From an optimization exercise on the open Yosys and OpenROAD flow, aimed at small area; shortcuts taken in it are not production practice.
The RTL was checked by simulation tests, not by an equivalence proof against the original design.
The clock input has no modelled driver; a real chip could not lean on it and would need a root buffer or a full tree.
Power and IR drop assume default switching activity.

Setup of job 5298:
==> flow/design.v <==
`timescale 1ns / 1ps
module AISO(reset, clk, meta, reset_S);
    input           reset, clk, meta;
    output  wire    reset_S;
    reg             Qok;
    always @ (posedge reset, posedge clk)
        if (reset) Qok <= 1'b0;
        else       Qok <= Qok | meta;
    assign reset_S = ~Qok;
endmodule
`timescale 1ns / 1ps
module pulsegeneration(reset, clk, tick);
    input               clk, reset;
    output              tick;
    localparam [19:0] END  = 20'h41653;
    localparam [19:0] MASK = 20'hBFFFF;
    reg  [19:0] q;
    wire        clr = reset | tick;
    assign tick = ((q & MASK) == (END & MASK));
    always @(posedge clk)
        q <= {~(q[18:0] | {19{clr}}), ~(clr | (q[19] ^ q[16]))};
endmodule
`timescale 1ns / 1ps
module DBstatemachine(reset, clk, sw, m_tick, out);
    input           clk, reset;
    input           sw, m_tick;
    output reg      out;
    reg     [1:0]   cnt;
    wire            diff = sw ^ out;
    always @(posedge clk)
        if (reset) begin
            out <= 1'b0;
            cnt <= 2'd0;
        end else if (!diff)
            cnt <= 2'd0;
        else if (cnt == 2'd0)
            cnt <= 2'd1;
        else if (m_tick) begin
            cnt <= cnt + 2'd1;
            if (cnt == 2'd3) out <= ~out;
        end
endmodule
`timescale 1ns / 1ps
module debounce (reset, clk, tick, button_in, db_signal);
    input               reset, clk, tick, button_in;
    output              db_signal;
    DBstatemachine
        statemachine    (.reset(reset), .clk(clk), .sw(button_in),
                         .m_tick(tick), .out(db_signal));
endmodule
`timescale 1ns / 1ps
module pong_graph_animate(clk, arst, rst, meta, btn, video_on, pixel_x, pixel_y, graph_rgb);
    input                clk, arst, rst;
    output               meta;
    input        [1:0]   btn;
    input                video_on;
    input        [9:0]   pixel_x, pixel_y;
    output       [11:0]  graph_rgb;
    reg     [7:0]   pad;
    reg     [9:0]   bx, by;
    reg             vi, vx, vy;
    wire    [7:0]   pad_n;
    wire    [9:0]   bx_n, by_n;
    wire            vi_n, vx_n, vy_n;
    graph_core core(.btn(btn), .video_on(video_on), .pixel_x(pixel_x), .pixel_y(pixel_y),
                    .pad(pad), .bx(bx), .by(by), .vi(vi), .vx(vx), .vy(vy),
                    .graph_rgb(graph_rgb), .pad_n(pad_n), .bx_n(bx_n), .by_n(by_n),
                    .vi_n(vi_n), .vx_n(vx_n), .vy_n(vy_n));
    always @(posedge clk, posedge rst)
        if (rst) begin
            pad <= 8'd102;
            bx  <= 10'd0;
            by  <= 10'd0;
        end else begin
            pad <= pad_n;
            bx  <= bx_n;
            by  <= by_n;
        end
    assign meta = vy;
    always @(posedge clk)
        if (rst) begin
            vi <= 1'b1; vx <= 1'b1;
        end else begin
            vi <= vi_n; vx <= vx_n;
        end
    always @(posedge clk, posedge arst)
        if (arst)     vy <= 1'b0;
        else if (rst) vy <= ~vy;
        else          vy <= vy_n;
endmodule
module graph_core(btn, video_on, pixel_x, pixel_y, pad, bx, by, vi, vx, vy,
                  graph_rgb, pad_n, bx_n, by_n, vi_n, vx_n, vy_n);
    input        [1:0]   btn;
    input                video_on;
    input        [9:0]   pixel_x, pixel_y;
    input        [7:0]   pad;
    input        [9:0]   bx, by;
    input                vi, vx, vy;
    output       [11:0]  graph_rgb;
    output       [7:0]   pad_n;
    output       [9:0]   bx_n, by_n;
    output reg           vi_n, vx_n, vy_n;
    function [10:0] sub10;
        input [9:0] a;
        input [9:0] b;
        integer i;
        reg w;
        begin
            w = 1'b0;
            for (i = 0; i < 10; i = i + 1) begin
                sub10[i] = a[i] ^ b[i] ^ w;
                w = (~a[i] & b[i]) | (~(a[i] ^ b[i]) & w);
            end
            sub10[10] = w;
        end
    endfunction
    function ge10;
        input [9:0] x;
        input [9:0] k;
        integer i;
        reg g;
        begin
            g = 1'b1;
            for (i = 0; i < 10; i = i + 1)
                g = k[i] ? (x[i] & g) : (x[i] | g);
            ge10 = g;
        end
    endfunction
    function [9:0] step10;
        input [9:0] x;
        input       en, up2, down;
        integer i;
        reg c;
        begin
            step10[0] = x[0] ^ (en & ~up2);
            c = en & (up2 | (x[0] ^ down));
            for (i = 1; i < 10; i = i + 1) begin
                step10[i] = x[i] ^ c;
                c = c & (x[i] ^ (down & ~up2));
            end
        end
    endfunction
    wire refr = (pixel_y == 10'd481) && (pixel_x == 10'd0);
    wire pad_dn = btn[1] & ~ge10({2'b0, pad}, 10'd203);
    wire pad_up = ~pad_dn & btn[0] & ge10({2'b0, pad}, 10'd2);
    wire pen = refr & (pad_dn | pad_up);
    wire [9:0] pad_s = step10({2'b0, pad}, pen, 1'b0, pad_up);
    assign pad_n = pad_s[7:0];
    assign bx_n = step10(bx, refr, vi, vx);
    assign by_n = step10(by, refr, vi & vx, vy);
    wire top  = (by == 10'd0);
    wire bot  = ge10(by, 10'd473) & ~ge10(by, 10'd1017);
    wire wall = ~ge10(bx, 10'd36);
    wire hitx = (bx[9:2] == 8'd148) & (bx[1:0] != 2'd0) | (bx == 10'd596);
    wire [10:0] qd = sub10({1'b0, by[9:1]}, {2'b0, pad});
    wire [9:0] q = qd[9:0];
    wire q_lo = (q[9:6] == 4'd0) & (~q[5] | (q[4:2] == 3'd0));
    wire q_neg = (q[9:2] == 8'hff) & ((q[1:0] != 2'd0) | by[0]);
    wire hity = q_lo | q_neg;
    always @* begin
        vi_n = vi; vx_n = vx; vy_n = vy;
        if (top) begin
            vy_n = 1'b0;
            if (vi) vx_n = 1'b0;
        end else if (bot) begin
            vy_n = 1'b1;
            if (vi) vx_n = 1'b0;
        end else if (wall) begin
            vi_n = 1'b0; vx_n = 1'b0;
        end else if (hitx && hity) begin
            vi_n = 1'b0; vx_n = 1'b1;
        end
    end
    wire wall_on = (pixel_x[9:2] == 8'd8);                   
    wire [10:0] pd = sub10({1'b0, pixel_y[9:1]}, {2'b0, pad});
    wire paddle_on = (pixel_x[9:2] == 8'd150) & ~pd[10] & (pd[9:6] == 4'd0) &
                     (~pd[5] | (pd[4:2] == 3'd0));
    function inrange;
        input [9:0] a;       
        input [9:0] b;       
        input       w;       
        integer i;
        reg c, ok;
        begin
            c = w;
            ok = 1'b1;
            for (i = 3; i < 10; i = i + 1) begin
                ok = ok & ~(a[i] ^ b[i] ^ c);
                c = b[i] & ~a[i];
            end
            inrange = ok & ~c & ~((b[9:3] == 7'h7f) & (b[2:0] != 3'd0));
        end
    endfunction
    wire [10:0] dxl = sub10({7'd0, pixel_x[2:0]}, {7'd0, bx[2:0]});
    wire [10:0] dyl = sub10({7'd0, pixel_y[2:0]}, {7'd0, by[2:0]});
    wire xin = inrange(pixel_x, bx, dxl[10]);
    wire yin = inrange(pixel_y, by, dyl[10]);
    wire [10:0] dx = dxl;
    wire [10:0] dy = dyl;
    wire [2:0] c = dx[2:0];
    wire [2:0] r = dy[2:0];
    wire [1:0] er = r[2] ? ~r[1:0] : r[1:0];
    wire [1:0] ec = c[2] ? ~c[1:0] : c[1:0];
    wire rom_bit = er[1] | ec[1] | (er[0] & ec[0]);
    wire ball_on = xin & yin & rom_bit;
    assign graph_rgb = !video_on ? 12'h000 :
                       wall_on   ? 12'h00f :
                       paddle_on ? 12'h0f0 :
                       ball_on   ? 12'hf00 : 12'haaa;
endmodule
`timescale 1ns / 1ps
module pong_top(clk, rst, btn, video_on, pixel_x, pixel_y, rgb);
    input           clk, rst;
    input    [1:0]  btn;
    input           video_on;
    input    [9:0]  pixel_x, pixel_y;
    output  [11:0]  rgb;
    wire            reset_S;
    wire            tick;
    wire     [1:0]  button;
    wire            meta;
    AISO
        AISO(.reset(rst), .clk(clk), .meta(meta), .reset_S(reset_S));
    pulsegeneration
        pulse(.reset(reset_S), .clk(clk), .tick(tick));
    debounce
          d0(.reset(reset_S), .clk(clk), .tick(tick), .button_in(btn[0]), .db_signal(button[0]));
    debounce
          d1(.reset(reset_S), .clk(clk), .tick(tick), .button_in(btn[1]), .db_signal(button[1]));
    pong_graph_animate
         GRAPH(.clk(clk),
               .arst(rst),
               .rst(reset_S),
               .meta(meta),
               .btn(button),
               .video_on(video_on),
               .pixel_x(pixel_x),
               .pixel_y(pixel_y),
               .graph_rgb(rgb)
               );
endmodule
export LEC_CHECK = 0
export CAP_MARGIN = 20
export CORE_MARGIN = 2
export CORE_UTILIZATION = 40
export SLEW_MARGIN = 20
create_clock -name core_clock -period 10.0 [get_ports {clk}]
standard.sh (not shown) runs the stock make flow with config.mk's settings and CLKGATE_MAP_FILE= SYNTH_SCRIPT=/design/flow/synth_recipe.tcl, a recipe that flattens the netlist after the stock synthesis.
==> flow/flow/run.sh <==
#!/bin/bash
# Own layout flow: the standard flow (standard.sh) with
#  - synthesis by the standard flow's synthesis script, except that Yosys's abc pass is
#    run with each area-oriented ABC script abc*.script and the smallest
#    result kept (synth.tcl), and no full/half-adder extraction;
#  - port buffers of the smallest buffer cell (buf_1);
#  - the clock tree that clock tree synthesis builds replaced by one level
#    of clock buffers (post_cts.tcl, run as ORFS's POST_CTS_TCL hook).
# Every tool's output goes to a log file in the work folder (synth.log,
# layout.log) and ORFS's own logs under orfs/logs.
set -euo pipefail
W=$PWD
export FLOW_FLOW_DIR=$W/flow
export POST_CTS_TCL=$W/flow/post_cts.tcl
export FLOW_CLK_NBUF=${FLOW_CLK_NBUF:-2} FLOW_CLK_BUF=sky130_fd_sc_hd__clkbuf_16
EXTRA="SYNTH_SCRIPT=$W/flow/synth.tcl ADDER_MAP_FILE="
EXTRA="$EXTRA BUFFER_PORTS_ARGS='-buffer_cell sky130_fd_sc_hd__buf_1'"
EXTRA="$EXTRA CTS_ARGS='-sink_clustering_enable -repair_clock_nets -dont_use_dummy_load'"
sed -e "s|SYNTH_SCRIPT=[^ ]*|$EXTRA|" standard.sh > own_standard.sh
bash own_standard.sh synth > synth.log 2>&1
bash own_standard.sh finish > layout.log 2>&1
==> flow/flow/post_cts.tcl <==
# Replace the clock tree that clock_tree_synthesis built by a single level of
# clock buffers: the clock port drives FLOW_CLK_NBUF buffers of type
# FLOW_CLK_BUF, each driving one group of flip-flops (groups made by
# recursive bisection of their positions), placed at the group's centre;
# then the placement is legalised again.
set block [ord::get_db_block]
set db [ord::get_db]
set clk_port [$block findBTerm clk]
set clk_net [$clk_port getNet]
set nbuf $::env(FLOW_CLK_NBUF)
set bufm [$db findMaster $::env(FLOW_CLK_BUF)]

# collect the clock tree: buffers reachable from the clock net, and sinks
set sinks {}
set tree_insts {}
set tree_nets {}
set todo [list $clk_net]
while {[llength $todo] > 0} {
  set net [lindex $todo 0]
  set todo [lrange $todo 1 end]
  foreach it [$net getITerms] {
    if {![$it isInputSignal] && [$it getIoType] ne "INPUT"} { continue }
    set inst [$it getInst]
    set m [[$inst getMaster] getName]
    if {[string match "*clkbuf*" $m] || [string match "*clkinv*" $m] || ([string match "*__buf_*" $m] && [string match "clk*" [$inst getName]])} {
      if {[lsearch -exact $tree_insts $inst] < 0} {
        lappend tree_insts $inst
        foreach ot [$inst getITerms] {
          if {[$ot getIoType] eq "OUTPUT" && [$ot getNet] ne "NULL"} {
            lappend tree_nets [$ot getNet]
            lappend todo [$ot getNet]
          }
        }
      }
    } else {
      lappend sinks $it
    }
  }
}
puts "post_cts: [llength $tree_insts] clock tree cells, [llength $sinks] sinks"
foreach inst $tree_insts {
  if {[string match "*clkinv*" [[$inst getMaster] getName]]} { error "post_cts: clock inverter in the tree" }
}
# detach everything
foreach it $sinks { $it disconnect }
foreach inst $tree_insts { odb::dbInst_destroy $inst }
foreach net $tree_nets { odb::dbNet_destroy $net }

# split the sinks into groups by recursive bisection along the longer side
# of their bounding box, in proportion to the number of buffers on each side
proc my_split {items nb} {
  if {$nb <= 1} { return [list $items] }
  set xs {}; set ys {}
  foreach k $items { lappend xs [lindex $k 0]; lappend ys [lindex $k 1] }
  set xs [lsort -integer $xs]; set ys [lsort -integer $ys]
  set w [expr {[lindex $xs end] - [lindex $xs 0]}]
  set h [expr {[lindex $ys end] - [lindex $ys 0]}]
  set idx [expr {$w >= $h ? 0 : 1}]
  set sorted [lsort -integer -index $idx $items]
  set nl [expr {$nb / 2}]
  set cut [expr {([llength $sorted] * $nl) / $nb}]
  return [concat [my_split [lrange $sorted 0 [expr {$cut - 1}]] $nl] \
                 [my_split [lrange $sorted $cut end] [expr {$nb - $nl}]]]
}
set keyed {}
foreach it $sinks {
  set inst [$it getInst]
  set bb [$inst getBBox]
  lappend keyed [list [expr {([$bb xMin] + [$bb xMax]) / 2}] [expr {([$bb yMin] + [$bb yMax]) / 2}] $it]
}
set g 0
foreach group [my_split $keyed $nbuf] {
  set net [odb::dbNet_create $block "clknet_leaf_$g"]
  $net setSigType CLOCK
  set inst [odb::dbInst_create $block $bufm "clkbuf_leaf_$g"]
  [$inst findITerm A] connect $clk_net
  [$inst findITerm X] connect $net
  set sx 0; set sy 0
  foreach k $group {
    [lindex $k 2] connect $net
    incr sx [lindex $k 0]; incr sy [lindex $k 1]
  }
  set cnt [llength $group]
  $inst setLocation [expr {$sx / $cnt}] [expr {$sy / $cnt}]
  $inst setPlacementStatus PLACED
  puts "post_cts: clkbuf_leaf_$g drives $cnt sinks"
  incr g
}
detailed_placement
check_placement -verbose
estimate_parasitics -placement
report_clock_skew
Other scripts of this flow, unchanged in this note and not shown: flow/flow/abc1.script, flow/flow/abc2.script, flow/flow/abc3.script, flow/flow/abc4.script, flow/flow/abc5.script, flow/flow/abc6.script, flow/flow/synth.tcl
The following lists how job 4300 was set up differently from job 5298:
--- a/flow/config.mk
+++ b/flow/config.mk
@@ -8,4 +8,4 @@
 export CAP_MARGIN = 20
 export CORE_MARGIN = 2
-export CORE_UTILIZATION = 40
+export CORE_UTILIZATION = 60
 export SLEW_MARGIN = 20
Findings:
Cell area: lower on job 4300
Job 4300 vs. job 5298: maximum frequency down 2.2 MHz, met2 wire length flat, number of standard cells in the layout, taps in and fillers out down 5.2%, overall track demand over capacity in global routing up 9.3 points, first-iteration DRC count up 170.
Between job 4300 and job 5298, the total power does not differ in any meaningful way.
Job 4300 ended with less post-detailed-routing wire length than job 5298.
Between job 4300 and job 5298, it is job 4300 whose total number of vias is higher, by 62.
Compared with job 5298, in job 4300 growth of design area from synthesis to finish went down by 1.2 points, post-route worst setup slack has decreased.
Inputs modified between job 4300 and job 8797:
--- a/flow/flow/run.sh
+++ b/flow/flow/run.sh
@@ -13,5 +13,5 @@
 export FLOW_FLOW_DIR=$W/flow
 export POST_CTS_TCL=$W/flow/post_cts.tcl
-export FLOW_CLK_NBUF=${FLOW_CLK_NBUF:-2} FLOW_CLK_BUF=sky130_fd_sc_hd__clkbuf_16
+export FLOW_CLK_NBUF=2 FLOW_CLK_BUF=sky130_fd_sc_hd__clkbuf_16
 EXTRA="SYNTH_SCRIPT=$W/flow/synth.tcl ADDER_MAP_FILE="
 EXTRA="$EXTRA BUFFER_PORTS_ARGS='-buffer_cell sky130_fd_sc_hd__buf_1'"
==> flow/flow/abc7.script (new file) <==
strash
dc2
balance
rewrite
refactor
balance
rewrite
rewrite -z
balance
refactor -z
rewrite -z
balance
resub -K 8
resub -K 10 -N 2
dch -f
amap
==> flow/flow/abc8.script (new file) <==
strash
dc2
balance
rewrite
refactor
balance
rewrite
rewrite -z
balance
refactor -z
rewrite -z
balance
dc2
balance
rewrite
refactor
balance
rewrite
rewrite -z
balance
refactor -z
rewrite -z
balance
dc2
balance
rewrite
refactor
balance
rewrite
rewrite -z
balance
refactor -z
rewrite -z
balance
dch -f
amap
--- a/flow/config.mk
+++ b/flow/config.mk
@@ -8,4 +8,4 @@
 export CAP_MARGIN = 20
 export CORE_MARGIN = 2
-export CORE_UTILIZATION = 60
+export CORE_UTILIZATION = 40
 export SLEW_MARGIN = 20
Notes after the runs:
Where shortest period the worst path allows is concerned, job 4300 is outperformed by job 8797.
Relative to job 4300, area overhead of the layout relative to synthesis increased by 1.2 points in job 8797.
Against job 4300, job 8797 comes in about 2% higher on routed wire length.
diff inputs: job 8797 => job 4709
--- a/flow/flow/run.sh
+++ b/flow/flow/run.sh
@@ -13,5 +13,5 @@
 export FLOW_FLOW_DIR=$W/flow
 export POST_CTS_TCL=$W/flow/post_cts.tcl
-export FLOW_CLK_NBUF=2 FLOW_CLK_BUF=sky130_fd_sc_hd__clkbuf_16
+export FLOW_CLK_NBUF=${FLOW_CLK_NBUF:-4} FLOW_CLK_BUF=sky130_fd_sc_hd__clkbuf_8
 EXTRA="SYNTH_SCRIPT=$W/flow/synth.tcl ADDER_MAP_FILE="
 EXTRA="$EXTRA BUFFER_PORTS_ARGS='-buffer_cell sky130_fd_sc_hd__buf_1'"
removed: flow/flow/abc7.script
removed: flow/flow/abc8.script
### Flow results
Compared with job 8797, in job 4709 internal power of the cells was more or less identical; multi-input combinational cell count essentially unchanged; worst setup slack for register-to-register paths higher.
No run of this note takes its clock network from TritonCTS; it comes from the design's own scripts or RTL.

-- port drivers added, routing unchanged --
No port has a modelled driver above. Below, the same layouts with a new extraction and two added sets of constraints.
Step 1 (the two cells are an assumption about what drives the block):
set clk [get_ports {clk}]
set_driving_cell -lib_cell sky130_fd_sc_hd__clkbuf_16 $clk
set_driving_cell -lib_cell sky130_fd_sc_hd__buf_2 [delete_from_list [all_inputs] $clk]
Step 2, shift: input delay + t, output delay - t, t = (earliest + latest rising clock arrival at the registers) / 2. This alone moves slack from input paths to output paths.
Slacks: ideal ports / drivers / drivers and shift; pairs: ideal ports / drivers.
| run | shift t [ns] | slack for setup (ns) | worst setup path after step 2 | worst data-port slew with drivers (ns) | cell pins on the clock port's net |
|---|---|---|---|---|---|
| job 5298 | 0.219 | 3.401 / 3.365 / 3.365 | input to output | 0.04 | 2 |
| job 4300 | 0.218 | 3.303 / 3.274 / 3.274 | input to output | 0.05 | 2 |
| job 8797 | 0.219 | 3.401 / 3.365 / 3.365 | input to output | 0.04 | 2 |
| job 4709 | 0.224 | 3.364 / 3.329 / 3.329 | input to output | 0.04 | 4 |
After both steps every run listed still meets setup and hold.
